What follows belongs to an exercise in optimizing a design on an open flow for small area; a production flow would make more cautious choices.
Where RTL was checked, it was by simulation tests only, not by an equivalence proof against the original.
For run 4, only the layout was checked, not whether the RTL still works.
Power figures rest on the tool's default switching activity, not on a simulated workload.

==> flow/design.v <==
`timescale 1ns / 1ps
module usb_link(
    input clk,
    input rst_n,
    input [6:0] self_addr,
    output reg crc5_err,
    output crc16_err,
    input ms,
    input [15:0] time_threshold,
    input [5:0] delay_threshole,
    output reg time_out,
    output d_oe,
    input rx_lp_sop,
    input rx_lp_eop,
    input rx_lp_valid,
    output rx_lp_ready,
    input [7:0] rx_lp_data,
    output reg tx_lp_sop,
    output reg tx_lp_eop,
    output reg tx_lp_valid,
    input tx_lp_ready,
    output reg [7:0] tx_lp_data,
    output reg tx_lp_cancle,
    output reg rx_pid_en,
    output reg [3:0] rx_pid,
    output reg [3:0] rx_endp,
    output reg rx_lt_sop,
    output reg rx_lt_eop,
    output reg rx_lt_valid,
    input rx_lt_ready,
    output reg [7:0] rx_lt_data,
    input [3:0] tx_pid,
    input [6:0] tx_addr,
    input [3:0] tx_endp,
    input tx_valid,
    output reg tx_ready,
    input tx_lt_sop,
    input tx_lt_eop,
    input tx_lt_valid,
    output tx_lt_ready,
    input [7:0] tx_lt_data,
    input tx_lt_cancle
);
reg rx_handshake_on, rx_data_on, tx_data_on;
wire rx_transok = rx_lp_valid & rx_lp_ready;
wire rx_tok_end = rx_transok & rx_lp_eop;
reg addr_ok;
reg endp_bit;
reg pid_ok;
wire addr_match = (rx_lp_data[6:0] == self_addr);
function [4:0] crc5f;
    input [10:0] d;
    begin
        crc5f[0] = d[10] ^ d[9] ^ d[6] ^ d[5] ^ d[3] ^ d[0] ^ 1'b1;
        crc5f[1] = d[10] ^ d[7] ^ d[6] ^ d[4] ^ d[1] ^ 1'b1;
        crc5f[2] = d[10] ^ d[9] ^ d[8] ^ d[7] ^ d[6] ^ d[3] ^ d[2] ^ d[0] ^ 1'b1;
        crc5f[3] = d[10] ^ d[9] ^ d[8] ^ d[7] ^ d[4] ^ d[3] ^ d[1];
        crc5f[4] = d[10] ^ d[9] ^ d[8] ^ d[5] ^ d[4] ^ d[2] ^ 1'b1;
    end
endfunction
wire [4:0] rc5 = crc5f({self_addr[0], self_addr[1], self_addr[2], self_addr[3], self_addr[4],
                        self_addr[5], self_addr[6], endp_bit, rx_lp_data[0], rx_lp_data[1], rx_lp_data[2]});
wire crc5_right = (rx_lp_data[7:3] == ~{rc5[0], rc5[1], rc5[2], rc5[3], rc5[4]});
wire pid_h_l_ok = (rx_lp_data[3:0] == ~rx_lp_data[7:4]);
wire pid_is_not_data = (rx_lp_data[2:0] != 3'b011);
always @(posedge clk or negedge rst_n) begin
    if (!rst_n) begin
        addr_ok <= 1'b0;
        endp_bit <= 1'b0;
        crc5_err <= 1'b0;
        rx_endp <= 4'b0;
        pid_ok <= 1'b0;
        rx_pid <= 4'b0;
        rx_pid_en <= 1'b0;
    end else begin
        addr_ok <= addr_match;
        if (rx_transok && addr_match) endp_bit <= rx_lp_data[7];
        if (crc5_err) crc5_err <= 1'b0;
        else if (rx_tok_end) crc5_err <= addr_ok ^ crc5_right;
        if (rx_tok_end && addr_ok) rx_endp <= {rx_lp_data[2:0], endp_bit};
        if (pid_h_l_ok && rx_lp_sop && rx_transok && pid_is_not_data && !rx_handshake_on) pid_ok <= 1'b1;
        else if (rx_tok_end) pid_ok <= 1'b0;
        if (rx_transok && rx_lp_sop) rx_pid <= rx_lp_data[3:0];
        rx_pid_en <= rx_tok_end && (((addr_ok || crc5_right) && pid_ok) || (pid_h_l_ok && rx_handshake_on));
    end
end
assign rx_lp_ready = rx_lt_ready | ~rx_lt_valid;
wire tran_buf = rx_data_on & rx_transok;
wire rx_sop_en = tran_buf & rx_lp_sop;
wire rx_lt_eop_en = rx_data_on & rx_lt_valid & rx_lt_ready & rx_lt_eop;
reg [15:0] crc_n;  
reg crc_err_q;  
assign crc16_err = crc_err_q;
wire [15:0] c = ~crc_n;
wire [7:0] d = rx_lt_data;
wire [7:0] e = c[15:8] ^ {d[0], d[1], d[2], d[3], d[4], d[5], d[6], d[7]};
wire e_all = ^e;
wire [15:0] crc_out;
assign crc_out[0] = e_all;
assign crc_out[1] = e_all ^ e[0];
assign crc_out[2] = e[0] ^ e[1];
assign crc_out[3] = e[1] ^ e[2];
assign crc_out[4] = e[2] ^ e[3];
assign crc_out[5] = e[3] ^ e[4];
assign crc_out[6] = e[4] ^ e[5];
assign crc_out[7] = e[5] ^ e[6];
assign crc_out[8] = c[0] ^ e[6] ^ e[7];
assign crc_out[9] = c[1] ^ e[7];
assign crc_out[10] = c[2];
assign crc_out[11] = c[3];
assign crc_out[12] = c[4];
assign crc_out[13] = c[5];
assign crc_out[14] = c[6];
assign crc_out[15] = e_all ^ c[7];
wire [15:0] crc_inv = {crc_n[8], crc_n[9], crc_n[10], crc_n[11], crc_n[12], crc_n[13], crc_n[14], crc_n[15],
                       crc_n[0], crc_n[1], crc_n[2], crc_n[3], crc_n[4], crc_n[5], crc_n[6], crc_n[7]};
always @(posedge clk or negedge rst_n) begin
    if (!rst_n) begin
        rx_lt_sop <= 1'b0;
        rx_lt_eop <= 1'b0;
        rx_lt_valid <= 1'b0;
        rx_lt_data <= 8'b0;
        crc_n <= 16'h0000;
        crc_err_q <= 1'b0;
    end else begin
        if (tran_buf) begin
            rx_lt_sop <= rx_lp_sop;
            rx_lt_eop <= rx_lp_eop;
            rx_lt_data <= rx_lp_data;
            crc_n <= rx_lt_sop ? 16'h0000 : ~crc_out;
        end
        if (rx_lp_ready && rx_data_on) rx_lt_valid <= rx_lp_valid;
        if (tran_buf && rx_lp_eop) crc_err_q <= (crc_inv != {rx_lt_data, rx_lp_data});
    end
end
reg [1:0] cnt;
reg [3:0] pid_reg;
reg [6:0] addr_reg;
reg [3:0] endp_reg;
wire to_valid = ~tx_ready;
wire is_hs = (pid_reg[1:0] == 2'b10);
wire is_tok = (pid_reg[1:0] == 2'b01);
wire tx_transok = tx_valid & tx_ready;
wire ready_buf = ~tx_lp_valid | tx_lp_ready;
wire tx_to_transok = to_valid & ~tx_data_on & ready_buf;
wire tx_con_pid_en = to_valid & (cnt == 2'd0);
wire [4:0] tc5 = crc5f({addr_reg[0], addr_reg[1], addr_reg[2], addr_reg[3], addr_reg[4], addr_reg[5],
                        addr_reg[6], endp_reg[0], endp_reg[1], endp_reg[2], endp_reg[3]});
reg [7:0] to_data;
always @(*) begin
    case (cnt)
        2'b00: to_data = {~pid_reg, pid_reg};
        2'b11: to_data = {~tc5[0], ~tc5[1], ~tc5[2], ~tc5[3], ~tc5[4], endp_reg[3:1]};
        default: to_data = {endp_reg[0], addr_reg};
    endcase
end
wire to_sop = ~cnt[0];
wire to_eop = (cnt == 2'b11) | ((cnt == 2'b00) & is_hs);
always @(posedge clk or negedge rst_n) begin
    if (!rst_n) begin
        tx_ready <= 1'b1;
        cnt <= 2'd0;
        pid_reg <= 4'b0;
        addr_reg <= 7'b0;
        endp_reg <= 4'b0;
    end else begin
        if (tx_to_transok) begin
            if (is_hs || (is_tok && cnt == 2'b11)) tx_ready <= 1'b1;
        end else if (tx_valid) tx_ready <= 1'b0;
        if (tx_to_transok) begin
            if (is_hs) cnt <= 2'b00;
            else if (is_tok) cnt <= {cnt[0] & ~cnt[1], ~cnt[1]};
            else cnt <= 2'b10;
        end
        if (tx_transok) begin
            pid_reg <= tx_pid;
            addr_reg <= tx_addr;
            endp_reg <= tx_endp;
        end
    end
end
assign tx_lt_ready = tx_data_on & ready_buf;
wire tx_lp_eop_en = tx_lp_valid & tx_lp_ready & tx_lp_eop;
wire valid_buf = tx_data_on ? tx_lt_valid : to_valid;
always @(posedge clk or negedge rst_n) begin
    if (!rst_n) begin
        tx_lp_sop <= 1'b0;
        tx_lp_eop <= 1'b0;
        tx_lp_data <= 8'b0;
        tx_lp_cancle <= 1'b0;
        tx_lp_valid <= 1'b0;
    end else begin
        if (ready_buf && valid_buf) begin
            tx_lp_sop <= tx_data_on ? tx_lt_sop : to_sop;
            tx_lp_eop <= tx_data_on ? tx_lt_eop : to_eop;
            tx_lp_data <= tx_data_on ? tx_lt_data : to_data;
            tx_lp_cancle <= tx_data_on & tx_lt_cancle;
        end
        if (tx_lp_eop_en) tx_lp_valid <= 1'b0;
        else if (ready_buf) tx_lp_valid <= valid_buf;
    end
end
wire master_send_rt = ms && (pid_reg == 4'b1001) && tx_con_pid_en;
wire master_send_wt = ms && (pid_reg == 4'b0001) && tx_con_pid_en;
wire slave_receive_rt = !ms && (rx_pid == 4'b1001) && rx_pid_en && !crc5_err;
wire slave_receive_wt = !ms && (rx_pid == 4'b0001) && rx_pid_en && !crc5_err;
wire ms_receive_hs = (rx_pid == 4'b0010) && rx_pid_en;
reg slave_has_received_rt;
reg [1:0] mfs_wr;
reg mfs_rt;
reg [5:0] delay_cnt;
reg delay_on;
reg master_d_oe;
reg slave_d_oe;
reg [15:0] timer;
reg rx_sop_en_regd;
wire delay_done = (delay_cnt == delay_threshole);
assign d_oe = ms ? master_d_oe : slave_d_oe;
always @(posedge clk or negedge rst_n) begin
    if (!rst_n) begin
        slave_has_received_rt <= 1'b0;
        mfs_wr <= 2'd0;
        rx_data_on <= 1'b0;
        rx_handshake_on <= 1'b0;
        tx_data_on <= 1'b0;
        mfs_rt <= 1'b0;
        delay_cnt <= 6'd0;
        delay_on <= 1'b0;
        master_d_oe <= 1'b1;
        slave_d_oe <= 1'b0;
        timer <= 16'd0;
        time_out <= 1'b0;
        rx_sop_en_regd <= 1'b0;
    end else begin
        if (slave_receive_rt) slave_has_received_rt <= 1'b1;
        else if (tx_lp_eop_en) slave_has_received_rt <= 1'b0;
        if (master_send_wt) mfs_wr <= 2'd1;
        else if (tx_lp_eop_en && mfs_wr[0]) mfs_wr <= 2'd2;
        else if (tx_lp_eop_en && mfs_wr[1]) mfs_wr <= 2'd0;
        if (slave_receive_wt || master_send_rt) rx_data_on <= 1'b1;
        else if (rx_lt_eop_en) rx_data_on <= 1'b0;
        if (tx_lp_eop_en && (slave_has_received_rt || mfs_wr[1])) rx_handshake_on <= 1'b1;
        else if (ms_receive_hs) rx_handshake_on <= 1'b0;
        if (slave_receive_rt || (tx_lp_eop_en && mfs_wr[0])) tx_data_on <= 1'b1;
        else if (tx_lp_eop_en) tx_data_on <= 1'b0;
        if (master_send_rt) mfs_rt <= 1'b1;
        else if (tx_lp_eop_en) mfs_rt <= 1'b0;
        if (delay_on && !delay_done) delay_cnt <= delay_cnt + 6'd1;
        else delay_cnt <= 6'd0;
        if (ms ? (tx_lp_eop_en && (mfs_rt || mfs_wr[1])) : tx_lp_eop_en) delay_on <= 1'b1;
        else if (delay_done) delay_on <= 1'b0;
        if (delay_done) master_d_oe <= 1'b0;
        else if (ms_receive_hs || (rx_lt_eop_en && ms)) master_d_oe <= 1'b1;
        if (delay_done) slave_d_oe <= 1'b0;
        else if (slave_receive_rt || (rx_lt_eop_en && !ms)) slave_d_oe <= 1'b1;
        if (ms_receive_hs || rx_sop_en_regd || rx_sop_en) timer <= 16'd0;
        else if (rx_handshake_on || rx_data_on) timer <= timer + 16'd1;
        if (time_out) time_out <= 1'b0;
        else if (timer == time_threshold) time_out <= 1'b1;
        if (rx_sop_en) rx_sop_en_regd <= 1'b1;
        else if (rx_lt_eop_en) rx_sop_en_regd <= 1'b0;
    end
end
endmodule
==> flow/flow/run.sh <==
#!/bin/bash
# Own layout flow: the standard synthesis, then the combinational logic between the
# (unchanged) registers re-mapped by ABC for area, then the standard ORFS layout with
# minimum-size port buffers.
set -euo pipefail
W=$PWD
R=$W/orfs/results/sky130hd/usb_link/base
LIB=$FLOW_HOME/platforms/sky130hd/lib/sky130_fd_sc_hd__tt_025C_1v80.lib
YOSYS=yosys
if [[ -x $FLOW_HOME/../tools/install/yosys/bin/yosys ]]; then YOSYS=$FLOW_HOME/../tools/install/yosys/bin/yosys; fi

# 1. standard synthesis (the standard flow's own script)
bash standard.sh $R/1_2_yosys.v > $W/1_synth_standard.log 2>&1
cp $R/1_2_yosys.v $W/1_2_yosys_standard.v

# 2. re-map the combinational logic; registers are kept as they are
sed -e "s#LIBFILE#$LIB#g" -e "s#NETIN#$W/1_2_yosys_standard.v#" -e "s#NETOUT#$W/1_2_yosys_reopt.v#" \
    -e "s#ABCSCRIPT#$W/flow/reopt.abc#" $W/flow/reopt.ys > $W/reopt.ys
$YOSYS -l $W/2_reopt_yosys.log -s $W/reopt.ys > /dev/null 2>&1
cp $W/1_2_yosys_reopt.v $R/1_2_yosys.v

# 3. layout, with buf_1 port buffers
CTS_ARGS="-sink_clustering_enable -repair_clock_nets -buf_list {sky130_fd_sc_hd__clkbuf_4 sky130_fd_sc_hd__clkbuf_8} -root_buf sky130_fd_sc_hd__clkbuf_8 -dont_use_dummy_load" BUFFER_PORTS_ARGS="-buffer_cell sky130_fd_sc_hd__buf_1" bash standard.sh finish > $W/3_layout.log 2>&1
==> flow/flow/reopt.abc <==
strash
&get -n
&deepsyn -T 60
&put
dch
amap
==> flow/flow/reopt.ys <==
read_liberty -ignore_miss_func -ignore_miss_dir LIBFILE
read_verilog NETIN
hierarchy -top usb_link
setattr -mod -set keep_hierarchy 1 sky130_fd_sc_hd__*df* sky130_fd_sc_hd__dl*
flatten
opt -purge
abc -script ABCSCRIPT -liberty LIBFILE -dont_use *probe* -dont_use *lpflow*
opt_clean -purge
select -assert-none usb_link/t:$_*
hilomap -singleton -hicell sky130_fd_sc_hd__conb_1 HI -locell sky130_fd_sc_hd__conb_1 LO
insbuf -buf sky130_fd_sc_hd__buf_4 A X
stat -liberty LIBFILE
select usb_link
write_verilog -noattr -nohex -nodec -selected NETOUT
==> flow/standard.sh <==
#!/bin/bash
# synth_recipe.tcl (not shown) runs the flow's synth.tcl, then flattens the netlist and writes it again
# the make line also repeats each setting of config.mk as NAME=value (left out here)
make -C /OpenROAD-flow-scripts/flow DESIGN_CONFIG=/design/flow/config.mk WORK_HOME=/design/flow/orfs CLKGATE_MAP_FILE= SYNTH_SCRIPT=/design/flow/synth_recipe.tcl "${@:-finish}"
==> flow/config.mk <==
export PLATFORM = sky130hd
export DESIGN_NAME = usb_link
export DESIGN_NICKNAME = usb_link
export VERILOG_FILES = /design/flow/design.v
export SDC_FILE = /design/flow/constraint.sdc
export NUM_CORES = 4
export LEC_CHECK = 0
export CAP_MARGIN = 20
export CORE_MARGIN = 2
export CORE_UTILIZATION = 40
export SLEW_MARGIN = 20
==> flow/constraint.sdc <==
create_clock -name core_clock -period 5.0 [get_ports {clk}]
set_input_delay 1.0000 -clock core_clock [delete_from_list [all_inputs] [get_ports {clk}]]
set_output_delay 1.0000 -clock core_clock [all_outputs]
set_load 0.01 [all_outputs]
==> results.txt, run 1 <==
* Outcome: timing/DRC/antenna clean
* Post-cts sizing count at 0
* Rel. slew slack at roughly 46%
* Die width at between 100 and 150 um
* DR pass1 iterations at 5
* Die Y at roughly 120 um
* First-pass GRT wire length at approximately 23 mm
* Synthesized Nets at slightly above 700
* Power per cell area at around 540 nW/um^2
* Critical Path RT at 5280 ps
* Maxcap violations at 0
* Final period util at a little over three fifths
* Critical path type: reg2reg
* Fin area at approximately 6000 um^2
* CORE AREA at approximately 13,000 um^2
* Area growth, synth to finish at 11.2%
* Max stage delay on crit path at about 340 ps
* Clock Skew at about 11 ps
* Post-DR wirelength/cell at roughly 15 um
* Buffers & Inverters on Critical Path at 1
* Critical path, cell by cell: clkinv_1 > nor2_1 > nand2_1 > nor2_1 > nand2_1 > nor2_1 > nand2_1 > nor2_1 > nand2_1 > nor2_1 > nand2_1 > nor2_1 > nand2_1 > nor2_1 > nand2_1 > nor2_1 > nor2_1 > a211oi_1
* Share of layout cells above drive strength 1 at between 1.5 and 2%
* Yosys warnings at 1
* TritonCTS clock tree: built
* Largest registers: crc_n x16, timer x16
* Fin crit period at 3150 ps
* # rows at 42
* Critical Path AT at ~3400 ps
* Worst-path fanout max at 4
* Worst VDD drop at 234 uV
* Worst skew pair latency at between 300 and 400 ps
* Largest net degree at the start of global routing at 57
* Final setup fails at 0
* Remaining antenna violation count after routing at 0
* Fill count at around 1,400
* Vias at roughly 4,900
* Post-DP HPWL at around 11 mm
* Delay-heaviest family, CP: simple AND/OR/NAND/NOR gates
* Placed Instances at 900
* Fin cells at 909
* GRT Residual Overflow at 0
* Commonest non-fill, non-tap cell in the layout: clkinv_1
* Ant. Diodes at 0
* Setup tns final at 0 ps
* Syn_area_per_cell at approximately 8.4 um^2
* H-tree Lvls at 3
* Residual DRC at 0
* Cell Area, Placed at 5840 um^2
* CTS Buf Count at 9
* Antenna violations before repair at 0
* Iter 0 DRT Violations at 260
* Starting density of the core at between 40% and 50%
* Fmax achieved at 317 MHz
* Die area at 14,300 um^2
* RSZ-0062 raised after global routing: false
* Clk root buf: clkbuf_8
* Port-buffer cells at 111
* CP most frequent cell: nor2_1
* Worst setup SP type: flop
* Max Buffers Root-to-Sink at 2
* Netlist Area Pre-Place at approximately 5400 um^2
* RD Place Congestion at between 0.9 and 1
* Final hold vios at 0
* Clock transition at the registers of the reported paths at 90 ps
* Vias/cell at around 5.4
* Leak Pwr at around 2.3 nW
* Tightest Hold Check Type: reg2reg
* Ports at between 100 and 150
* Final nets at about 800
* Final WL at between 10 and 15 mm
* CP max-delay cell: dfrtp_1
* Measured slew at the worst slew-check pin at 810 ps
* Total track usage at 19.8%
* Most frequent cells in the layout: clkinv_1, buf_1, dfrtp_1
* Setup crit end kind: flop
* Syn Inst Count at between 600 and 700
* Setup bufs post-CTS at 0
* Vias in the first global route at approximately 4,700
* Final Max Slew Viols at 0
* Clock sink count at 105
* Hold_buf cts at 0
## worst reg2reg max path, cell delays in order (launching register included)
cell	delay, ps
dfrtp_1	340
clkinv_1	120
nor2_1	200
nand2_1	110
nor2_1	180
nand2_1	110
nor2_1	180
nand2_1	120
nor2_1	170
nand2_1	120
nor2_1	260
nand2_1	130
nor2_1	190
nand2_1	110
nor2_1	180
nand2_1	120
nor2_1	180
nor2_1	60
a211oi_1	200
## final cells by class
cell class	count	area, um^2	area share (%)
Clock buffer	9	124	2.08
Inverter	124	465	7.81
Multi-Input combinational cell	382	2090	35.0
Sequential cell	105	2630	44.1
Tap cell	176	220	3.69
Timing Repair Buffer	113	435	7.30
## report_power, final
group	internal [mW]	total, mW	switching, mW
sequential	1.14	1.36	0.213
clock	0.162	0.424	0.261
combinational	0.509	1.43	0.923
total	1.81	3.21	1.40
## layer usage
layer | global-route usage, % | vias up | routed length (um)
met2 | 31.5 | 117 | 6340
li1 | - | 2433 | -
met4 | 9.49 | 0 | 480
met5 | 0 | - | 0
met3 | 3.28 | 32 | 602
met1 | 26.4 | 2292 | 6200
## final timing paths
path,start,depth (start not counted),to,slack [ps]
setup reg to reg,timer[0],18,timer[15],1850
max in group asynchronous,rst_n,2,crc_n[3],3150
hold / removal,slave_has_received_rt,2,slave_has_received_rt,480
hold reg to reg,slave_has_received_rt,2,slave_has_received_rt,480
min in group asynchronous,rst_n,1,timer[10],720
setup / recovery,timer[0],18,timer[15],1850
## through the flow
step	hold WS, ps	worst slack, ps	power (mW)	util, %
after floorplan	441	1780	2.47	-
after global placement	466	1760	2.78	44.3
after detailed placement	465	1690	2.80	44.3
after CTS	489	1860	3.24	45.2
after global routing	528	1300	3.49	45.2
final	484	1850	3.21	45.2
==> run 2, diff against run 1 <==
--- a/flow/design.v
+++ b/flow/design.v
@@ -160,9 +160,6 @@
     if (!rst_n) begin
         tx_ready <= 1'b1;
         cnt <= 2'd0;
-        pid_reg <= 4'b0;
-        addr_reg <= 7'b0;
-        endp_reg <= 4'b0;
     end else begin
         if (tx_to_transok) begin
             if (is_hs || (is_tok && cnt == 2'b11)) tx_ready <= 1'b1;
@@ -172,11 +169,13 @@
             else if (is_tok) cnt <= {cnt[0] & ~cnt[1], ~cnt[1]};
             else cnt <= 2'b10;
         end
-        if (tx_transok) begin
-            pid_reg <= tx_pid;
-            addr_reg <= tx_addr;
-            endp_reg <= tx_endp;
-        end
+    end
+end
+always @(posedge clk) begin
+    if (tx_transok) begin
+        pid_reg <= tx_pid;
+        addr_reg <= tx_addr;
+        endp_reg <= tx_endp;
     end
 end
 assign tx_lt_ready = tx_data_on & ready_buf;
--- a/flow/config.mk
+++ b/flow/config.mk
@@ -5,7 +5,8 @@
 export SDC_FILE = /design/flow/constraint.sdc
 export NUM_CORES = 4
 export LEC_CHECK = 0
-export CAP_MARGIN = 20
+export CAP_MARGIN = 0
 export CORE_MARGIN = 2
 export CORE_UTILIZATION = 40
-export SLEW_MARGIN = 20
+export SLEW_MARGIN = 0
+export TNS_END_PERCENT = 0
==> run 2 against run 1 <==
  * Critical path type unchanged
  * Count of clock-buffer cells in the layout is the same
  * Clock skew grew 5.1 ps
  * Via count shrank 4.6%
  * Still clean on timing, DRC and antenna
  * Critical endpoint unchanged
  * Utilization grew 0.79 points
  * Total power shrank 11%
  * Largest cell class unchanged
  * Final cell count shrank 4.2%
  * Clock power shrank 3%
  * Critical path depth is the same
  * Fmax is essentially flat
  * Largest power group is now sequential cells
  * Cell area shrank 1.9%
==> results.txt, run 2 <==
* Outcome: timing/DRC/antenna clean
* Fmax achieved at approximately 320 MHz
* Final nets at between 700 and 800
* Most frequent cells in the layout: clkinv_1, buf_1, dfrtp_1
* Ports at about 110
* Final setup fails at 0
* Area occupied by multi-input gates at 1940 um^2
* Post-cts sizing count at 0
* Post-DR wirelength/cell at 15.1 um
* Commonest non-fill, non-tap cell in the layout: clkinv_1
* GRT Residual Overflow at 0
* Area growth, synth to finish at 11.5%
* Vias in the first global route at 4,531
* RD Place Congestion at about 0.97
* Iter 0 DRT Violations at 252
* Worst hold endpoint: crc5_err
* Die Y at around 120 um
* Vias at around 4,600
* Vias/cell at 5.34
* Share of layout cells above drive strength 1 at under 10%
* Die area at approximately 14,000 um^2
* Tightest Hold Check Type: reg2reg
* CORE AREA at 12,700 um^2
* Netlist Area Pre-Place at 5250 um^2
* Setup tns final at 0 ps
* Power per cell area at 487 nW/um^2
* DR pass1 iterations at 5
* Syn Inst Count at 600
* Leak Pwr at 2.18 nW
* # rows at 41
* TritonCTS clock tree: built
* Clock Skew at approximately 16 ps
* Hold depth at 1
* First-pass GRT wire length at 22.0 mm
* Worst-case reg-to-reg path depth at 18
* Reg2reg end: timer[15]
* Largest net degree at the start of global routing at 48
* Final hold vios at 0
* Starting density of the core at between 40% and 50%
* Worst-path fanout max at 4
* Setup crit end kind: flop
* H-tree Lvls at 3
* Antenna violations before repair at 0
* Measured slew at the worst slew-check pin at 648 ps
* Total track usage at 19.5%
* Critical path type: reg2reg
* R2R Path Start: timer[0]
* Maxcap violations at 0
* Synthesized Nets at 673
* Residual DRC at 0
* Clk root buf: clkbuf_8
* Worst VDD drop at around 330 uV
* Hold_buf cts at 0
* Reg area at 2710 um^2
* Worst skew pair latency at ~360 ps
* Die width at roughly 120 um
* Max Buffers Root-to-Sink at 2
* Pwr Total at between 2 and 3 mW
* Critical Path RT at about 5300 ps
* Remaining antenna violation count after routing at 0
* Rel. slew slack at a little under three fifths
* Yosys warnings at 1
* Syn_area_per_cell at between 8 and 9 um^2
* Fill count at 1,314
* Worst setup SP type: flop
* RSZ-0062 raised after global routing: false
* Fin crit period at 3160 ps
* Clock transition at the registers of the reported paths at around 80 ps
* Port-buffer cells at ~110
* Largest registers: crc_n x16, timer x16
* Setup bufs post-CTS at 0
* Final period util at between 60% and 70%
* Worst Hold Launch: addr_ok
* CTS Buf Count at 9
* Flop2flop setup slack at approximately 1800 ps
* Clock sink count at roughly 110
* Final Max Slew Viols at 0
* Ant. Diodes at 0
* Final WL at 13.2 mm
* Critical Path AT at between 3000 and 4000 ps
* Post-DP HPWL at 10.3 mm
## run 2: layout make-up
| type | instances | area share [%] |
|---|---|---|
| Clock buffer | 9 | 2.12 |
| Inverter | 114 | 7.31 |
| Multi-Input combinational cell | 357 | 33.1 |
| Sequential cell | 105 | 46.2 |
| Tap cell | 172 | 3.68 |
| Timing Repair Buffer | 114 | 7.57 |
## run 2: where the power goes
part           switching, mW  total (mW)  internal (mW)  leakage [nW]
logic                  0.730        1.14          0.408         0.827
registers              0.176        1.30           1.12          1.29
clock network          0.251       0.413          0.162        0.0647
total                   1.16        2.85           1.69          2.18
## run 2: stage by stage
step | util (%) | std cells | hold slack, ps | worst slack [ps] | area [um^2]
after floorplan | - | 600 | 435 | 1450 | 5250
after global placement | 45.0 | 862 | 449 | 1860 | 5730
after detailed placement | 45.0 | 862 | 454 | 1730 | 5730
after CTS | 46.0 | 871 | 468 | 1860 | 5850
after global routing | 46.0 | 871 | 507 | 1400 | 5850
final | 46.0 | 871 | 466 | 1840 | 5850
## run 2: worst max path at each step
stage                       start       endpoint  slack (ps)  cells past startpoint
CTS                      timer[0]      timer[15]        1860                     18
global route             timer[0]      timer[15]        1400                     18
global placement    rx_lp_data[2]       crc5_err        1860                      8
finish                   timer[0]      timer[15]        1840                     18
detailed placement    tx_lp_ready  tx_lp_data[1]        1730                     11
floorplan             rx_lt_ready      crc_n[15]        1450                      8
## run 2: worst max-delay path, cell delays in order, from the launching register on
cell      delay, ps
dfrtp_1         330
clkinv_1        120
nor2_1          210
nand2_1         120
nor2_1          170
nand2_1         110
nor2_1          220
nand2_1         110
nor2_1          210
nand2_1         110
nor2_1          210
nand2_1         100
nor2_1          210
nand2_1         100
nor2_1          200
nand2_1         100
nor2_1          180
nor2_1           60
a211oi_1        180
## run 2: metal layers
layer	global-route usage [%]	routed length [um]
met5	0	0
met1	26.9	6230
met3	3.09	577
met4	7.51	268
met2	30.7	6110
==> run 3, diff against run 2 <==
==> flow/config.mk (replaced) <==
export PLATFORM = sky130hd
export DESIGN_NAME = usb_link
export DESIGN_NICKNAME = usb_link
export VERILOG_FILES = /design/flow/design.v
export SDC_FILE = /design/flow/constraint.sdc
export NUM_CORES = 4
export LEC_CHECK = 0
export CAP_MARGIN = 20
export CORE_MARGIN = 2
export CORE_UTILIZATION = 40
export SLEW_MARGIN = 20
==> run 3 against run 2 <==
  * Setup slack unchanged
  * Utilization stayed put
  * Wire length unchanged
  * Synthesized cell count unchanged
  * Critical path depth is the same
  * Combinational power is essentially flat
  * Flip-flop and latch count stayed put
  * Sequential share of layout area did not move
  * Total power unchanged
  * Clock skew did not move
  * Cell area unchanged
  * Via count did not move
  * Critical path type unchanged
  * Largest power group unchanged
==> results.txt, run 3 <==
* Tightest Hold Check Type: reg2reg
* RSZ-0062 raised after global routing: false
* Most frequent cells in the layout: clkinv_1, buf_1, dfrtp_1
* Residual DRC at 0
* Critical Path RT at about 5300 ps
* Die Y at ~120 um
* Worst hold slack at about 470 ps
* Final Max Slew Viols at 0
* Ant. Diodes at 0
* Final nets at 774
* GRT Residual Overflow at 0
* Critical path, cell by cell: clkinv_1 > nor2_1 > nand2_1 > nor2_1 > nand2_1 > nor2_1 > nand2_1 > nor2_1 > nand2_1 > nor2_1 > nand2_1 > nor2_1 > nand2_1 > nor2_1 > nand2_1 > nor2_1 > nor2_1 > a211oi_1
* Worst skew pair latency at 360 ps
* Power per cell area at 487 nW/um^2
* Total track usage at between 10% and 20%
* Measured slew at the worst slew-check pin at around 650 ps
* Max stage delay on crit path at about 330 ps
* Syn_area_per_cell at a little under 9 um^2
* Share of layout cells above drive strength 1 at roughly 2.1%
* Fmax achieved at between 300 and 400 MHz
* Setup crit end kind: flop
* Port-buffer cells at approximately 110
* Setup bufs post-CTS at 0
* Die area at between 10,000 and 15,000 um^2
* Netlist Area Pre-Place at about 5200 um^2
* Iter 0 DRT Violations at approximately 250
* Yosys warnings at 1
* Die width at ~120 um
* H-tree Lvls at 3
* CP most frequent cell: nor2_1
* Worst-path fanout max at 4
* Synthesized Nets at 673
* Max Buffers Root-to-Sink at 2
* Antenna violations before repair at 0
* Critical Path AT at 3420 ps
* Critical path type: reg2reg
* Worst VDD drop at approximately 330 uV
* Clk root buf: clkbuf_8
* Remaining antenna violation count after routing at 0
* Clock Skew at around 16 ps
* Clock transition at the registers of the reported paths at roughly 80 ps
* Largest net degree at the start of global routing at 48
* Area growth, synth to finish at 11.5%
* Worst setup SP type: flop
* Post-DP HPWL at 10.3 mm
* Final WL at between 10 and 15 mm
* CP max-delay cell: dfrtp_1
* First-pass GRT wire length at around 22 mm
* Final setup fails at 0
* Vias in the first global route at roughly 4,500
* Post-cts sizing count at 0
* Leak Pwr at around 2.2 nW
* # rows at a little over 40
* Largest registers: crc_n x16, timer x16
* CORE AREA at approximately 13,000 um^2
* TritonCTS clock tree: built
* Vias at 4,648
* Final period util at between 60% and 70%
* Vias/cell at roughly 5.3
* Final hold vios at 0
* Maxcap violations at 0
* Rel. slew slack at about 57%
* RD Place Congestion at around 0.97
* Outcome: timing/DRC/antenna clean
* Commonest non-fill, non-tap cell in the layout: clkinv_1
* Starting density of the core at approximately two fifths
* Setup tns final at 0 ps
* CTS Buf Count at 9
* Clock sink count at between 100 and 150
* Hold_buf cts at 0
* Fin crit period at between 3000 and 4000 ps
* Post-DR wirelength/cell at 15.1 um
* Ports at approximately 110
* Syn Inst Count at 600
* DR pass1 iterations at 5
-- run 3: worst paths after layout --
path / from / end / slack (ps) / cells past startpoint
worst max-delay path: timer[0] / timer[15] / 1840 / 18
worst min register to register: addr_ok / crc5_err / 470 / 1
max in group asynchronous: rst_n / tx_lp_cancle / 3310 / 2
worst min-delay path: addr_ok / crc5_err / 470 / 1
min in group asynchronous: rst_n / timer[8] / 670 / 1
worst max register to register: timer[0] / timer[15] / 1840 / 18
-- run 3: layout make-up --
cell class / count / area (um^2)
repair buffers: 114 / 443
clock buffers: 9 / 124
fillers: 1314 / 6870
well taps: 172 / 215
multi-input cells: 357 / 1940
flip-flops and latches: 105 / 2710
inverters: 114 / 428
-- run 3: per-layer routing --
layer / up-vias / GRT usage (%) / wire [um]
li1: 2322 / - / -
met2: 129 / 30.7 / 6110
met3: 21 / 3.09 / 577
met4: 0 / 7.51 / 268
met5: - / 0 / 0
met1: 2176 / 26.9 / 6230
-- run 3: report_power, final --
group	internal, mW	total [mW]	switching (mW)	leakage, nW
clock network	0.162	0.413	0.251	0.0647
registers	1.12	1.30	0.176	1.29
logic	0.408	1.14	0.730	0.827
-- run 3: metrics by stage --
stage | instance area, um^2 | util, % | setup WS (ps) | cells | total power, mW
final | 5850 | 46.0 | 1840 | 871 | 2.85
after global routing | 5850 | 46.0 | 1400 | 871 | 3.10
after CTS | 5850 | 46.0 | 1860 | 871 | 2.88
after detailed placement | 5730 | 45.0 | 1730 | 862 | 2.45
after global placement | 5730 | 45.0 | 1860 | 862 | 2.43
after floorplan | 5250 | - | 1450 | 600 | 2.18
-- run 3: critical path, delay by kind of cell, from the launching register on --
kind            cells  cell delay (ps)
compound gates      1              180
flops               1              330
buf+inv             1              120
simple gates       16             2420
==> run 4, diff against run 3 <==
--- a/flow/design.v
+++ b/flow/design.v
@@ -140,7 +140,6 @@
 wire to_valid = ~tx_ready;
 wire is_hs = (pid_reg[1:0] == 2'b10);
 wire is_tok = (pid_reg[1:0] == 2'b01);
-wire tx_transok = tx_valid & tx_ready;
 wire ready_buf = ~tx_lp_valid | tx_lp_ready;
 wire tx_to_transok = to_valid & ~tx_data_on & ready_buf;
 wire tx_con_pid_en = to_valid & (cnt == 2'd0);
@@ -172,7 +171,7 @@
     end
 end
 always @(posedge clk) begin
-    if (tx_transok) begin
+    if (tx_ready) begin
         pid_reg <= tx_pid;
         addr_reg <= tx_addr;
         endp_reg <= tx_endp;
==> run 4 against run 3 <==
  * Still clean on timing, DRC and antenna
  * Die area rose by 0.19%
  * Synthesized cell count fell by 1.2%
  * Register-to-register slack improved by 160 ps
  * First-iteration DRC count rose by 18%
  * Final cell count fell by 0.92%
  * Hold slack improved by 21 ps
  * Via count fell by 1.4%
  * Largest cell class unchanged
  * Highest routed layer unchanged
==> results.txt, run 4 <==
* H-tree Lvls at 3
* Power per cell area at approximately 520 nW/um^2
* Ant. Diodes at 0
* Worst hold slack at 488 ps
* Antenna violations before repair at 0
* # rows at between 40 and 50
* Max stage delay on crit path at 420 ps
* Setup crit end kind: flop
* Final setup fails at 0
* Worst skew pair latency at a little under 400 ps
* Post-cts sizing count at 0
* CTS Buf Count at 9
* Measured slew at the worst slew-check pin at approximately 740 ps
* Fin crit period at approximately 3100 ps
* Die width at approximately 120 um
* Die Y at around 120 um
* Port-buffer cells at 111
* Critical Path RT at approximately 5300 ps
* Fmax achieved at between 300 and 400 MHz
* Iter 0 DRT Violations at a little under 300
* Setup bufs post-CTS at 0
* Final Max Slew Viols at 0
* Reg2reg end: timer[15]
* GRT Residual Overflow at 0
* Worst VDD drop at 284 uV
* Final period util at just over 60%
* Vias/cell at around 5.3
* Largest net degree at the start of global routing at 50
* Worst-case reg-to-reg path depth at 18
* Residual DRC at 0
* Pre-CTS WS at 1590 ps
* DR pass1 iterations at 4
* Share of layout cells above drive strength 1 at approximately 2.0%
* Post-DR wirelength/cell at 15.3 um
* Yosys warnings at 1
* Worst Setup EP: crc5_err
* Remaining antenna violation count after routing at 0
* Netlist Area Pre-Place at 5260 um^2
* First-pass GRT wire length at 21.5 mm
* CP max-delay cell: a2111oi_0
* Max Buffers Root-to-Sink at 2
* Area growth, synth to finish at 11.3%
* Total track usage at between 10% and 20%
* Clock transition at the registers of the reported paths at 100 ps
* Clk root buf: clkbuf_8
* Outcome: timing/DRC/antenna clean
* Placed Instances at 854
* Rel. slew slack at about half
* RSZ-0062 raised after global routing: false
* Setup tns final at 0 ps
* Fin cells at 863
* Clock Skew at between 20 and 30 ps
* Maxcap violations at 0
* Most frequent cells in the layout: buf_1, clkinv_1, dfrtp_1
* Critical Path AT at 3350 ps
* RD Place Congestion at between 0.8 and 0.9
* Post-DP HPWL at roughly 10 mm
* Worst setup margin at about 1900 ps
* Die area at between 10,000 and 15,000 um^2
* Largest registers: crc_n x16, timer x16
* Util after Layout at a little under half
* Flop2flop setup slack at about 2000 ps
* Syn Inst Count at between 500 and 600
* Final nets at 766
* R2R Path Start: rx_handshake_on
* Ports at between 100 and 150
* Commonest non-fill, non-tap cell in the layout: buf_1
* Fin area at 5850 um^2
* Synthesized Nets at between 600 and 700
* TritonCTS clock tree: built
* Critical path, cell by cell: buf_1 > clkinv_1 > o22ai_1 > nor2_1 > a21oi_1 > o22ai_1 > a211o_1 > a2111oi_0 > a21oi_1 > a211oi_1
* Vias at roughly 4,600
* Clock sink count at roughly 110
* Worst setup SP type: input port
* CORE AREA at 12,700 um^2
* Starting density of the core at 41.3%
* Syn_area_per_cell at approximately 9 um^2
* Cell Area, Placed at between 5000 and 6000 um^2
* Final WL at 13.2 mm
* CP startpoint: rx_lp_data[1]
* Worst-path fanout max at 8
* Critical path type: in2reg
* Leak Pwr at 2.21 nW
* Tightest Hold Check Type: reg2reg
* Pwr Total at between 3 and 4 mW
* Vias in the first global route at around 4,400
* Final hold vios at 0
* Hold_buf cts at 0
run 4: critical path: cells and delay by family:
kind | cells | cell delay [ps]
compound gates | 7 | 1690
buf+inv | 2 | 560
simple gates | 1 | 80
run 4: worst min-delay path by stage:
stage / startpoint / endpoint / slack (ps) / cells after the start
floorplan: addr_ok / crc5_err / 420 / 1
finish: master_d_oe / master_d_oe / 490 / 2
detailed placement: mfs_rt / mfs_rt / 470 / 2
global route: master_d_oe / master_d_oe / 510 / 2
global placement: master_d_oe / master_d_oe / 460 / 2
CTS: master_d_oe / master_d_oe / 490 / 2
run 4: power breakdown:
group	total [mW]	internal, mW	switching, mW	leakage [nW]
combinational	1.26	0.465	0.796	0.854
sequential	1.35	1.15	0.205	1.29
clock	0.427	0.162	0.265	0.0647
total	3.04	1.77	1.27	2.21
run 4: routing by layer:
layer | share of wire (%) | wire length, um | up-vias | track usage [%]
met5 | 0 | 0 | - | 0
met1 | 47 | 6250 | 2156 | 26.6
met4 | 1.9 | 254 | 0 | 8.11
met3 | 4.5 | 596 | 20 | 3.72
met2 | 46 | 6090 | 101 | 29.3
li1 | - | - | 2307 | -
run 4: final cells by class:
| class | instances | area, um^2 |
|---|---|---|
| Clock buffer | 9 | 124 |
| Fill cell | 1310 | 6870 |
| Inverter | 105 | 394 |
| Multi-Input combinational cell | 359 | 1980 |
| Sequential cell | 105 | 2710 |
| Tap cell | 172 | 215 |
| Timing Repair Buffer | 113 | 435 |
==> run 5, diff against run 4 <==
--- a/flow/design.v
+++ b/flow/design.v
@@ -140,6 +140,7 @@
 wire to_valid = ~tx_ready;
 wire is_hs = (pid_reg[1:0] == 2'b10);
 wire is_tok = (pid_reg[1:0] == 2'b01);
+wire tx_transok = tx_valid & tx_ready;
 wire ready_buf = ~tx_lp_valid | tx_lp_ready;
 wire tx_to_transok = to_valid & ~tx_data_on & ready_buf;
 wire tx_con_pid_en = to_valid & (cnt == 2'd0);
@@ -171,7 +172,7 @@
     end
 end
 always @(posedge clk) begin
-    if (tx_ready) begin
+    if (tx_transok) begin
         pid_reg <= tx_pid;
         addr_reg <= tx_addr;
         endp_reg <= tx_endp;
--- a/flow/flow/run.sh
+++ b/flow/flow/run.sh
@@ -20,4 +20,4 @@
 cp $W/1_2_yosys_reopt.v $R/1_2_yosys.v
 
 # 3. layout, with buf_1 port buffers
-CTS_ARGS="-sink_clustering_enable -repair_clock_nets -buf_list {sky130_fd_sc_hd__clkbuf_4 sky130_fd_sc_hd__clkbuf_8} -root_buf sky130_fd_sc_hd__clkbuf_8 -dont_use_dummy_load" BUFFER_PORTS_ARGS="-buffer_cell sky130_fd_sc_hd__buf_1" bash standard.sh finish > $W/3_layout.log 2>&1
+CTS_ARGS="-sink_clustering_enable -repair_clock_nets -buf_list {sky130_fd_sc_hd__clkbuf_4 sky130_fd_sc_hd__clkbuf_8} -root_buf sky130_fd_sc_hd__clkbuf_8 -sink_clustering_size 30 -sink_clustering_max_diameter 80 -sink_clustering_buffer sky130_fd_sc_hd__clkbuf_8 -dont_use_dummy_load" BUFFER_PORTS_ARGS="-buffer_cell sky130_fd_sc_hd__buf_1" bash standard.sh finish > $W/3_layout.log 2>&1
==> run 5 against run 4 <==
  * Largest power group unchanged
  * First-iteration DRC count fell by 15%
  * Non-clock buffer count rose by 1
  * Highest routed layer unchanged
  * Die area fell by 0.19%
  * Critical endpoint is now timer[15]
==> results.txt, run 5 <==
* Outcome: timing/DRC/antenna clean
* Post-cts sizing count at 0
* Syn_area_per_cell at roughly 9 um^2
* Starting density of the core at ~41%
* Rel. slew slack at 56.6%
* Maxcap violations at 0
* Critical Path AT at 3420 ps
* Post-DP HPWL at approximately 10 mm
* Max Buffers Root-to-Sink at 2
* CORE AREA at about 13,000 um^2
* Antenna violations before repair at 0
* Remaining antenna violation count after routing at 0
* Ant. Diodes at 0
* Worst setup SP type: flop
* H-tree Lvls at 3
* Measured slew at the worst slew-check pin at between 600 and 700 ps
* Fin crit period at around 3200 ps
* Pre-CTS WS at between 1500 and 2000 ps
* Setup bufs post-CTS at 0
* Worst-path fanout max at 4
* Clock transition at the registers of the reported paths at ~80 ps
* # rows at around 40
* RSZ-0062 raised after global routing: false
* Final setup fails at 0
* Tightest Hold Check Type: reg2reg
* Hold_buf cts at 0
* Iter 0 DRT Violations at ~250
* Met3 usage at between 3 and 4%
* Placed Instances at ~860
* Fin cells at ~870
* Clk root buf: clkbuf_8
* Port-buffer cells at roughly 110
* Fill count at around 1,300
* GRT Residual Overflow at 0
* Power per cell area at 487 nW/um^2
* Final period util at roughly 63%
* Vias in the first global route at 4,531
* Worst setup margin at approximately 1800 ps
* Leak Pwr at approximately 2.2 nW
* Setup tns final at 0 ps
* Area growth, synth to finish at 11.5%
* Commonest non-fill, non-tap cell in the layout: clkinv_1
* DR pass1 iterations at 5
* Share of layout cells above drive strength 1 at 2.15%
* Netlist Area Pre-Place at roughly 5200 um^2
* Most frequent cells in the layout: clkinv_1, buf_1, dfrtp_1
* Post-DR wirelength/cell at about 15 um
* Residual DRC at 0
* Syn Inst Count at 600
* TritonCTS clock tree: built
* Critical path type: reg2reg
* Vias/cell at approximately 5.3
* Fmax achieved at approximately 320 MHz
* Synthesized Nets at 673
* Final hold vios at 0
* Setup crit end kind: flop
* RD Place Congestion at just under 1
* Worst skew pair latency at around 360 ps
* Final WL at 13.2 mm
* First-pass GRT wire length at 22.0 mm
* Met2 Use GR at between 30% and 40%
* Largest registers: crc_n x16, timer x16
* Worst VDD drop at 328 uV
* Clock Skew at about 16 ps
* Yosys warnings at 1
* Gr busiest metal: met2
* Ports at around 110
* Met1 Usage GRT at roughly 27%
* Die Y at ~120 um
* Final Max Slew Viols at 0
* CTS Buf Count at 9
* Vias at ~4,600
* Final nets at about 770
* Die width at around 120 um
* Total track usage at between 10% and 20%
* Critical Path RT at 5270 ps
* Clock sink count at between 100 and 150
* Largest net degree at the start of global routing at 48
* Die area at 14,100 um^2
run 5: final timing paths:
| check | start | endpoint | slack [ps] | cells after the start |
|---|---|---|---|---|
| worst max-delay path | timer[0] | timer[15] | 1840 | 18 |
| worst min-delay path | addr_ok | crc5_err | 470 | 1 |
| worst max register to register | timer[0] | timer[15] | 1840 | 18 |
| worst min register to register | addr_ok | crc5_err | 470 | 1 |
| max in group asynchronous | rst_n | tx_lp_cancle | 3310 | 2 |
| min in group asynchronous | rst_n | timer[8] | 670 | 1 |
run 5: per-layer routing:
| metal | share of wire, % | wire, um | vias to the layer above |
|---|---|---|---|
| met5 | 0 | 0 | - |
| met4 | 2.0 | 268 | 0 |
| met3 | 4.4 | 577 | 21 |
| met2 | 46 | 6110 | 129 |
| met1 | 47 | 6230 | 2176 |
| li1 | - | - | 2322 |
run 5: worst max-delay path, cell delays in order (launching register included):
cell and delay (ps):
dfrtp_1 330, clkinv_1 120, nor2_1 210, nand2_1 120, nor2_1 170, nand2_1 110
nor2_1 220, nand2_1 110, nor2_1 210, nand2_1 110, nor2_1 210, nand2_1 100
nor2_1 210, nand2_1 100, nor2_1 200, nand2_1 100, nor2_1 180, nor2_1 60
a211oi_1 180
run 5: power breakdown:
group          switching, mW  internal, mW  total (mW)
Combinational          0.730         0.408        1.14
Sequential             0.176          1.12        1.30
Clock                  0.251         0.162       0.413
Total                   1.16          1.69        2.85
run 5: metrics by stage:
stage	cell area, um^2	power (mW)	util [%]	hold slack, ps
floorplan	5250	2.18	-	435
global placement	5730	2.43	45.0	449
detailed placement	5730	2.45	45.0	454
CTS	5850	2.88	46.0	468
global route	5850	3.10	46.0	507
finish	5850	2.85	46.0	466
run 5: area by class of cell:
| type | instances | area (um^2) | area share (%) |
|---|---|---|---|
| flip-flops and latches | 105 | 2710 | 46.2 |
| multi-input cells | 357 | 1940 | 33.1 |
| repair buffers | 114 | 443 | 7.57 |
| inverters | 114 | 428 | 7.31 |
| well taps | 172 | 215 | 3.68 |
| clock buffers | 9 | 124 | 2.12 |
==> run 6, diff against run 5 <==
==> flow/flow/run.sh (replaced) <==
#!/bin/bash
# Own layout flow: the standard synthesis, then the combinational logic between the
# (unchanged) registers re-mapped by ABC for area (a few seeds, smallest kept), then the
# standard ORFS layout with minimum-size port buffers and a clock tree without dummy loads.
set -euo pipefail
W=$PWD
R=$W/orfs/results/sky130hd/usb_link/base
LIB=$FLOW_HOME/platforms/sky130hd/lib/sky130_fd_sc_hd__tt_025C_1v80.lib
YOSYS=yosys
if [[ -x $FLOW_HOME/../tools/install/yosys/bin/yosys ]]; then YOSYS=$FLOW_HOME/../tools/install/yosys/bin/yosys; fi

# 1. standard synthesis (the standard flow's own script)
bash standard.sh $R/1_2_yosys.v > $W/1_synth_standard.log 2>&1
cp $R/1_2_yosys.v $W/1_2_yosys_standard.v

# 2. re-map the combinational logic; registers are kept as they are
for S in 0 1 2 3; do
  printf 'strash\n&get -n\n&deepsyn -S %s -T 40\n&put\ndch\namap\n' $S > $W/reopt_$S.abc
  sed -e "s#LIBFILE#$LIB#g" -e "s#NETIN#$W/1_2_yosys_standard.v#" -e "s#NETOUT#$W/1_2_yosys_reopt_$S.v#" \
      -e "s#ABCSCRIPT#$W/reopt_$S.abc#" $W/flow/reopt.ys > $W/reopt_$S.ys
  $YOSYS -l $W/2_reopt_yosys_$S.log -s $W/reopt_$S.ys > /dev/null 2>&1 &
done
wait
best=""; besta=""
for S in 0 1 2 3; do
  a=$(grep "Chip area for top module" $W/2_reopt_yosys_$S.log | tail -1 | awk '{print $NF}') || true
  echo "seed $S area $a" >> $W/2_reopt_choice.log
  if [[ -n "$a" && -s $W/1_2_yosys_reopt_$S.v ]]; then
    if [[ -z "$besta" ]] || awk "BEGIN{exit !($a < $besta)}"; then best=$S; besta=$a; fi
  fi
done
echo "chosen seed $best area $besta" >> $W/2_reopt_choice.log
cp $W/1_2_yosys_reopt_$best.v $R/1_2_yosys.v

# 3. layout, with buf_1 port buffers
CTS_ARGS="-sink_clustering_enable -repair_clock_nets -buf_list {sky130_fd_sc_hd__clkbuf_4 sky130_fd_sc_hd__clkbuf_8} -root_buf sky130_fd_sc_hd__clkbuf_8 -dont_use_dummy_load" BUFFER_PORTS_ARGS="-buffer_cell sky130_fd_sc_hd__buf_1" bash standard.sh finish > $W/3_layout.log 2>&1
removed: flow/flow/reopt.abc
==> run 6 against run 5 <==
  * Count of clock-buffer cells in the layout unchanged
  * Fmax unchanged
  * Cell area unchanged
  * Clock power about the same
  * Non-clock buffer count unchanged
  * Sequential share of layout area unchanged
  * Highest routed layer unchanged
  * Flip-flop and latch count unchanged
==> results.txt, run 6 <==
* Share of layout cells above drive strength 1 at under 10%
* Post-cts sizing count at 0
* Largest registers: crc_n x16, timer x16
* Pre-CTS WS at 1730 ps
* Ports at 112
* RSZ-0062 raised after global routing: false
* Final WL at about 13 mm
* Critical Path RT at approximately 5300 ps
* Clk root buf: clkbuf_8
* CP max-delay cell: dfrtp_1
* Maxcap violations at 0
* GRT Residual Overflow at 0
* Pwr Total at approximately 2.8 mW
* Max stage delay on crit path at 330 ps
* Measured slew at the worst slew-check pin at 648 ps
* Util after Layout at 46.0%
* Clock sink count at 105
* Final Max Slew Viols at 0
* Fin crit period at about 3200 ps
* Setup bufs post-CTS at 0
* Syn_area_per_cell at between 8 and 9 um^2
* Residual DRC at 0
* Port-buffer cells at 111
* Vias at approximately 4,600
* Largest net degree at the start of global routing at 48
* Fill count at approximately 1,300
* RD Place Congestion at 0.966
* Final setup fails at 0
* Worst setup margin at between 1500 and 2000 ps
* Iter 0 DRT Violations at 252
* # rows at 41
* DR pass1 iterations at 5
* Critical path type: reg2reg
* Die Y at approximately 120 um
* Outcome: timing/DRC/antenna clean
* Critical path, cell by cell: clkinv_1 > nor2_1 > nand2_1 > nor2_1 > nand2_1 > nor2_1 > nand2_1 > nor2_1 > nand2_1 > nor2_1 > nand2_1 > nor2_1 > nand2_1 > nor2_1 > nand2_1 > nor2_1 > nor2_1 > a211oi_1
* CTS Buf Count at 9
* Remaining antenna violation count after routing at 0
* Synthesized Nets at approximately 670
* Worst-path fanout max at 4
* Power per cell area at 487 nW/um^2
* Setup tns final at 0 ps
* Die area at between 10,000 and 15,000 um^2
* Max Buffers Root-to-Sink at 2
* Clock transition at the registers of the reported paths at roughly 80 ps
* Ant. Diodes at 0
* CP most frequent cell: nor2_1
* Total track usage at around a fifth
* Hold_buf cts at 0
* Netlist Area Pre-Place at around 5200 um^2
* Critical Path AT at approximately 3400 ps
* Vias/cell at between 5 and 6
* Clock Skew at 15.6 ps
* Yosys warnings at 1
* Final nets at slightly below 800
* Final period util at between 60% and 70%
* Vias in the first global route at ~4,500
* Worst hold slack at 466 ps
* Most frequent cells in the layout: clkinv_1, buf_1, dfrtp_1
* Worst setup SP type: flop
* Leak Pwr at ~2.2 nW
* Area growth, synth to finish at 11.5%
* TritonCTS clock tree: built
* Rel. slew slack at between 50% and 60%
* CORE AREA at 12,700 um^2
* Starting density of the core at between 40% and 50%
* Die width at ~120 um
* Post-DP HPWL at around 10 mm
* Worst skew pair latency at 360 ps
* Final hold vios at 0
* Commonest non-fill, non-tap cell in the layout: clkinv_1
* Syn Inst Count at 600
* Worst VDD drop at 328 uV
* Antenna violations before repair at 0
* H-tree Lvls at 3
* Setup crit end kind: flop
* First-pass GRT wire length at 22.0 mm
* Post-DR wirelength/cell at around 15 um
* Fmax achieved at ~320 MHz
* Tightest Hold Check Type: reg2reg
-- run 6: worst max-delay path, delay by kind of cell, from the launching register on --
kind            cells  cell delay, ps
simple gates       16            2420
flops               1             330
compound gates      1             180
buf+inv             1             120
-- run 6: stage by stage --
stage | instance area, um^2 | instances
global route | 5850 | 871
finish | 5850 | 871
global placement | 5730 | 862
floorplan | 5250 | 600
detailed placement | 5730 | 862
CTS | 5850 | 871
-- run 6: final timing paths --
check	depth (start not counted)	to	slack, ps	start
setup / recovery	18	timer[15]	1840	timer[0]
hold / removal	1	crc5_err	470	addr_ok
hold reg to reg	1	crc5_err	470	addr_ok
max in group asynchronous	2	tx_lp_cancle	3310	rst_n
setup reg to reg	18	timer[15]	1840	timer[0]
min in group asynchronous	1	timer[8]	670	rst_n
-- run 6: final cells by class --
type | instances | area [um^2] | area share (%)
clock buffers | 9 | 124 | 2.12
inverters | 114 | 428 | 7.31
multi-input cells | 357 | 1940 | 33.1
flip-flops and latches | 105 | 2710 | 46.2
well taps | 172 | 215 | 3.68
repair buffers | 114 | 443 | 7.57
-- run 6: power breakdown --
| part | leakage [nW] | switching [mW] | total [mW] | internal (mW) |
|---|---|---|---|---|
| Combinational | 0.827 | 0.730 | 1.14 | 0.408 |
| Clock | 0.0647 | 0.251 | 0.413 | 0.162 |
| Sequential | 1.29 | 0.176 | 1.30 | 1.12 |
-- run 6: metal layers --
layer  share of wire [%]  global-route usage (%)  vias to the layer above
li1                    -                       -                     2322
met5                   0                       0                        -
met2                  46                    30.7                      129
met3                 4.4                    3.09                       21
met1                  47                    26.9                     2176
met4                 2.0                    7.51                        0

[static timing again, ports no longer ideal]
How much do the figures lean on ideal ports? The routed layouts below were timed once more, with nothing changed but the port constraints. Step 1 (the two cells are an assumption about what drives the block):
set clk [get_ports {clk}]
set_driving_cell -lib_cell sky130_fd_sc_hd__clkbuf_16 $clk
set_driving_cell -lib_cell sky130_fd_sc_hd__buf_2 [delete_from_list [all_inputs] $clk]
Step 2 also shifts input and output timing later by t, the mid clock arrival at the registers, as if the neighbouring blocks saw the same clock. Slacks: ideal / step 1 / step 2; pairs: ideal / step 1.
run | t (ns) | slack for setup (ns) | latest minus earliest clock arrival (ns) | pins driven straight from the clock port
run 1 | 0.398 | 1.847 / 1.847 / 1.627 | 0.011 / 0.012 | 1
run 2 | 0.392 | 1.844 / 1.844 / 1.638 | 0.017 / 0.017 | 1
run 3 | 0.392 | 1.844 / 1.844 / 1.638 | 0.017 / 0.017 | 1
run 4 | 0.407 | 1.940 / 1.952 / 1.545 | 0.025 / 0.026 | 1
run 5 | 0.392 | 1.844 / 1.844 / 1.638 | 0.017 / 0.017 | 1
run 6 | 0.392 | 1.844 / 1.844 / 1.638 | 0.017 / 0.017 | 1
After both steps setup and hold are still met in every run listed. For run 4, which loses most, drivers alone change the setup slack by +0.012 ns; drivers and shift together by -0.395 ns.
